From an optimization exercise on the open Yosys and OpenROAD flow, aimed at small area; shortcuts taken in it are not production practice. The RTL was checked by simulation tests, not by an equivalence proof against the original design. No activity file was given, so power comes from the tool's default toggle rates.

==> flow/design.v <==
module IMAGE_PROCESSOR (
	PIXEL_IN,
	CLK,
	VGA_PIXEL_X,
	VGA_PIXEL_Y,
	VGA_VSYNC_NEG,
	RESET,
	RESULT
);
input  [7:0] PIXEL_IN;
input        CLK;
input  [9:0] VGA_PIXEL_X;
input  [9:0] VGA_PIXEL_Y;
input        VGA_VSYNC_NEG;
input        RESET;
output [5:0] RESULT;
function [15:0] inc16;
	input [15:0] q;
	input        inc;
	integer i;
	reg t;
	begin
		t = inc;
		for (i = 0; i < 16; i = i + 1) begin
			inc16[i] = q[i] ^ t;
			t = t & q[i];
		end
	end
endfunction
function [7:0] inc8;
	input [7:0] q;
	input       inc;
	integer i;
	reg t;
	begin
		t = inc;
		for (i = 0; i < 8; i = i + 1) begin
			inc8[i] = q[i] ^ t;
			t = t & q[i];
		end
	end
endfunction
function [16:0] sub16;
	input [15:0] a, b;
	integer i;
	reg c;
	begin
		c = 1'b1;
		for (i = 0; i < 16; i = i + 1) begin
			sub16[i] = a[i] ^ ~b[i] ^ c;
			c = (a[i] & ~b[i]) | (c & (a[i] | ~b[i]));
		end
		sub16[16] = c;
	end
endfunction
function gt8;
	input [7:0] a, b;
	integer i;
	reg g;
	begin
		g = 1'b0;
		for (i = 0; i < 8; i = i + 1)
			g = (a[i] & ~b[i]) | (g & (a[i] | ~b[i]));
		gt8 = g;
	end
endfunction
function cmp16k;
	input [15:0] x;
	input [15:0] k;
	input        ge;
	integer i;
	reg g;
	begin
		g = ge;
		for (i = 0; i < 16; i = i + 1)
			g = k[i] ? (x[i] & g) : (x[i] | g);
		cmp16k = g;
	end
endfunction
function cmp8k;
	input [7:0] x;
	input [7:0] k;
	integer i;
	reg g;
	begin
		g = 1'b0;
		for (i = 0; i < 8; i = i + 1)
			g = k[i] ? (x[i] & g) : (x[i] | g);
		cmp8k = g;
	end
endfunction
wire [2:0] r = PIXEL_IN[7:5];
wire [1:0] b = PIXEL_IN[1:0];
wire blue = b[1] & ((r == 3'd0) | (r == 3'd7) | ((r == 3'd1) & b[0]));
wire red  = r[2] ? (r[1] | r[0] | !(b[1] & b[0])) : (r[1] & !b[1] & (r[0] | !b[0]));
wire y0 = (VGA_PIXEL_Y == 10'd42);
wire y1 = (VGA_PIXEL_Y == 10'd72);
wire y2 = (VGA_PIXEL_Y == 10'd102);
wire v = VGA_VSYNC_NEG;
reg  last;
wire frame_end = !v && last;
wire restart = v && !last;
reg [15:0] cB, cR, cN;
reg [7:0]  BL0, BL1, BL2, RL0, RL1, RL2;
reg [2:0]  color;
wire       nb0 = v & (blue ^ red);
wire       nb1 = v & !blue & !red;
wire [15:0] cN_inc;
assign cN_inc[0] = cN[0] ^ nb0;
wire        cN_c1 = (cN[0] & nb0) | nb1;
assign cN_inc[15:1] = inc16({1'b0, cN[15:1]}, cN_c1);
wire clr_c = RESET || frame_end;
wire clr_l = RESET || restart;
function [7:0] line_next;
	input [7:0] q;
	input       inc;
	begin
		line_next = clr_l ? {7'd0, inc & restart} : inc8(q, inc);
	end
endfunction
always @(posedge CLK) begin
	cB <= clr_c ? 16'd0 : inc16(cB, v & blue);
	cR <= clr_c ? 16'd0 : inc16(cR, v & red);
	cN <= clr_c ? 16'd0 : cN_inc;
	BL0 <= line_next(BL0, v & blue & y0);
	BL1 <= line_next(BL1, v & blue & y1);
	BL2 <= line_next(BL2, v & blue & y2);
	RL0 <= line_next(RL0, v & red & y0);
	RL1 <= line_next(RL1, v & red & y1);
	RL2 <= line_next(RL2, v & red & y2);
end
always @(posedge CLK) begin
	if (RESET)
		last <= 1'b0;
	else
		last <= v;
end
localparam [15:0] M1 = 16'hFFFF;
wire [16:0] sRB = sub16(cR, cB);    
wire [16:0] sRN = sub16(cR, cN);    
wire [16:0] sBN = sub16(cB, cN);    
wire [15:0] dRB = sRB[15:0], dRN = sRN[15:0], dBN = sBN[15:0];
wire geRB = sRB[16], geRN = sRN[16], geBN = sBN[16];
wire zRB = ~|dRB, zRN = ~|dRN, zBN = ~|dBN;
wire w1 = cmp16k(cB, 16'd61536, 1'b1);
wire k1 = cmp16k(dRB, 16'd4000, 1'b0);
wire c_rb = w1 ? (geRB | k1) : (geRB & k1);
wire c_rn = geRN & !zRN;
wire c_r = cmp16k(cR, 16'd4000, 1'b0);
wire w4 = cmp16k(cR, 16'd1000, 1'b1);
wire k4 = !zRB && !cmp16k(dRB, 16'd1000, 1'b1);
wire ge4 = !geRB | zRB;
wire c_br = w4 ? (ge4 | k4) : (ge4 & k4);
wire w5 = cmp16k(cN, 16'd1000, 1'b1);
wire k5 = cmp16k(dBN, 16'd64536, 1'b0);
wire c_bn = w5 ? (geBN | k5) : (geBN & k5);
wire w6 = cmp16k(cB, 16'd65436, 1'b1);
wire k6 = !zBN && !cmp16k(dBN, 16'd65436, 1'b1);
wire ge6 = !geBN | zBN;
wire c_nb = w6 ? (ge6 | k6) : (ge6 & k6);
wire w7 = cmp16k(cR, 16'd65436, 1'b1);
wire k7 = !zRN && !cmp16k(dRN, 16'd65436, 1'b1);
wire ge7 = !geRN | zRN;
wire c_nr = w7 ? (ge7 | k7) : (ge7 & k7);
wire is_red  = c_rb && c_rn && c_r;
wire is_blue = c_br && c_bn;
wire is_null = c_nb && c_nr;
always @(posedge CLK) begin
	if (RESET)
		color <= 3'd0;
	else if (frame_end) begin
		if (is_red)
			color <= 3'b001;
		else if (is_blue)
			color <= 3'b010;
		else if (is_null)
			color <= 3'b100;
	end
end
function [2:0] shape_of;
	input [7:0] l0, l1, l2;
	begin
		if (gt8(l1, l0) && gt8(l1, l2))
			shape_of = 3'b001;
		else if (gt8(l1, l0) && gt8(l2, l1))
			shape_of = 3'b100;
		else
			shape_of = 3'b010;
	end
endfunction
wire b_ok = cmp8k(BL0, 8'd12) && cmp8k(BL1, 8'd22) && cmp8k(BL2, 8'd22);
wire r_ok = cmp8k(RL0, 8'd12) && cmp8k(RL1, 8'd22) && cmp8k(RL2, 8'd22);
wire [2:0] shape = b_ok ? shape_of(BL0, BL1, BL2) :
                   r_ok ? shape_of(RL0, RL1, RL2) : 3'b000;
assign RESULT = {color, shape};
endmodule
export LEC_CHECK = 0
export CAP_MARGIN = 20
export CORE_MARGIN = 2
export CORE_UTILIZATION = 60
export CTS_BUF_LIST = sky130_fd_sc_hd__clkbuf_8
export CTS_CLUSTER_SIZE = 30
export SLEW_MARGIN = 20
create_clock -name core_clock -period 7.5 [get_ports {CLK}]
run.sh (not shown) runs the stock make flow with config.mk's settings and CLKGATE_MAP_FILE= SYNTH_SCRIPT=/design/flow/synth_recipe.tcl, a recipe that flattens the netlist after the stock synthesis.
==> next run, changes <==
Settings changed: CORE_UTILIZATION 60 to 40, CTS_BUF_LIST sky130_fd_sc_hd__clkbuf_8 to unset, CTS_CLUSTER_SIZE 30 to unset.
The changed run passed the timing, design-rule and antenna checks.
Synthesized area does not change.
Utilization is lower by 21 points.
Hold slack is about the same.
Power came out higher by 14%.
Clock skew goes down by 3.2 ps.
Combinational power stays flat.
Routed wire length rises by 0.79%.
Die area increases by 48%.
Register-to-register slack improved by 80 ps.
Global-route usage drops by 8.4 points.

re-timing with driven ports:
In the flow no input, the clock included, has a driving cell. The finished layouts below were timed again as built, in two steps. Step 1 (the two cells are an assumption about what drives the block):
set clk [get_ports {CLK}]
set_driving_cell -lib_cell sky130_fd_sc_hd__clkbuf_16 $clk
set_driving_cell -lib_cell sky130_fd_sc_hd__buf_2 [delete_from_list [all_inputs] $clk]
Step 2 times the ports against the registers' clock, not the clock port: input delays grow and output delays shrink by t, the midpoint of the rising clock arrivals with the driver on. a / b / c = ideal ports / drivers / drivers and shift; a / b = the first two.
run	t, ns	slack for setup (ns)	worst register clock-pin slew, ns
the first run	0.417	0.288 / 0.288 / 0.288	0.09 / 0.09
the second run	0.389	0.366 / 0.366 / 0.366	0.07 / 0.07
After both steps setup and hold are still met in every run listed.
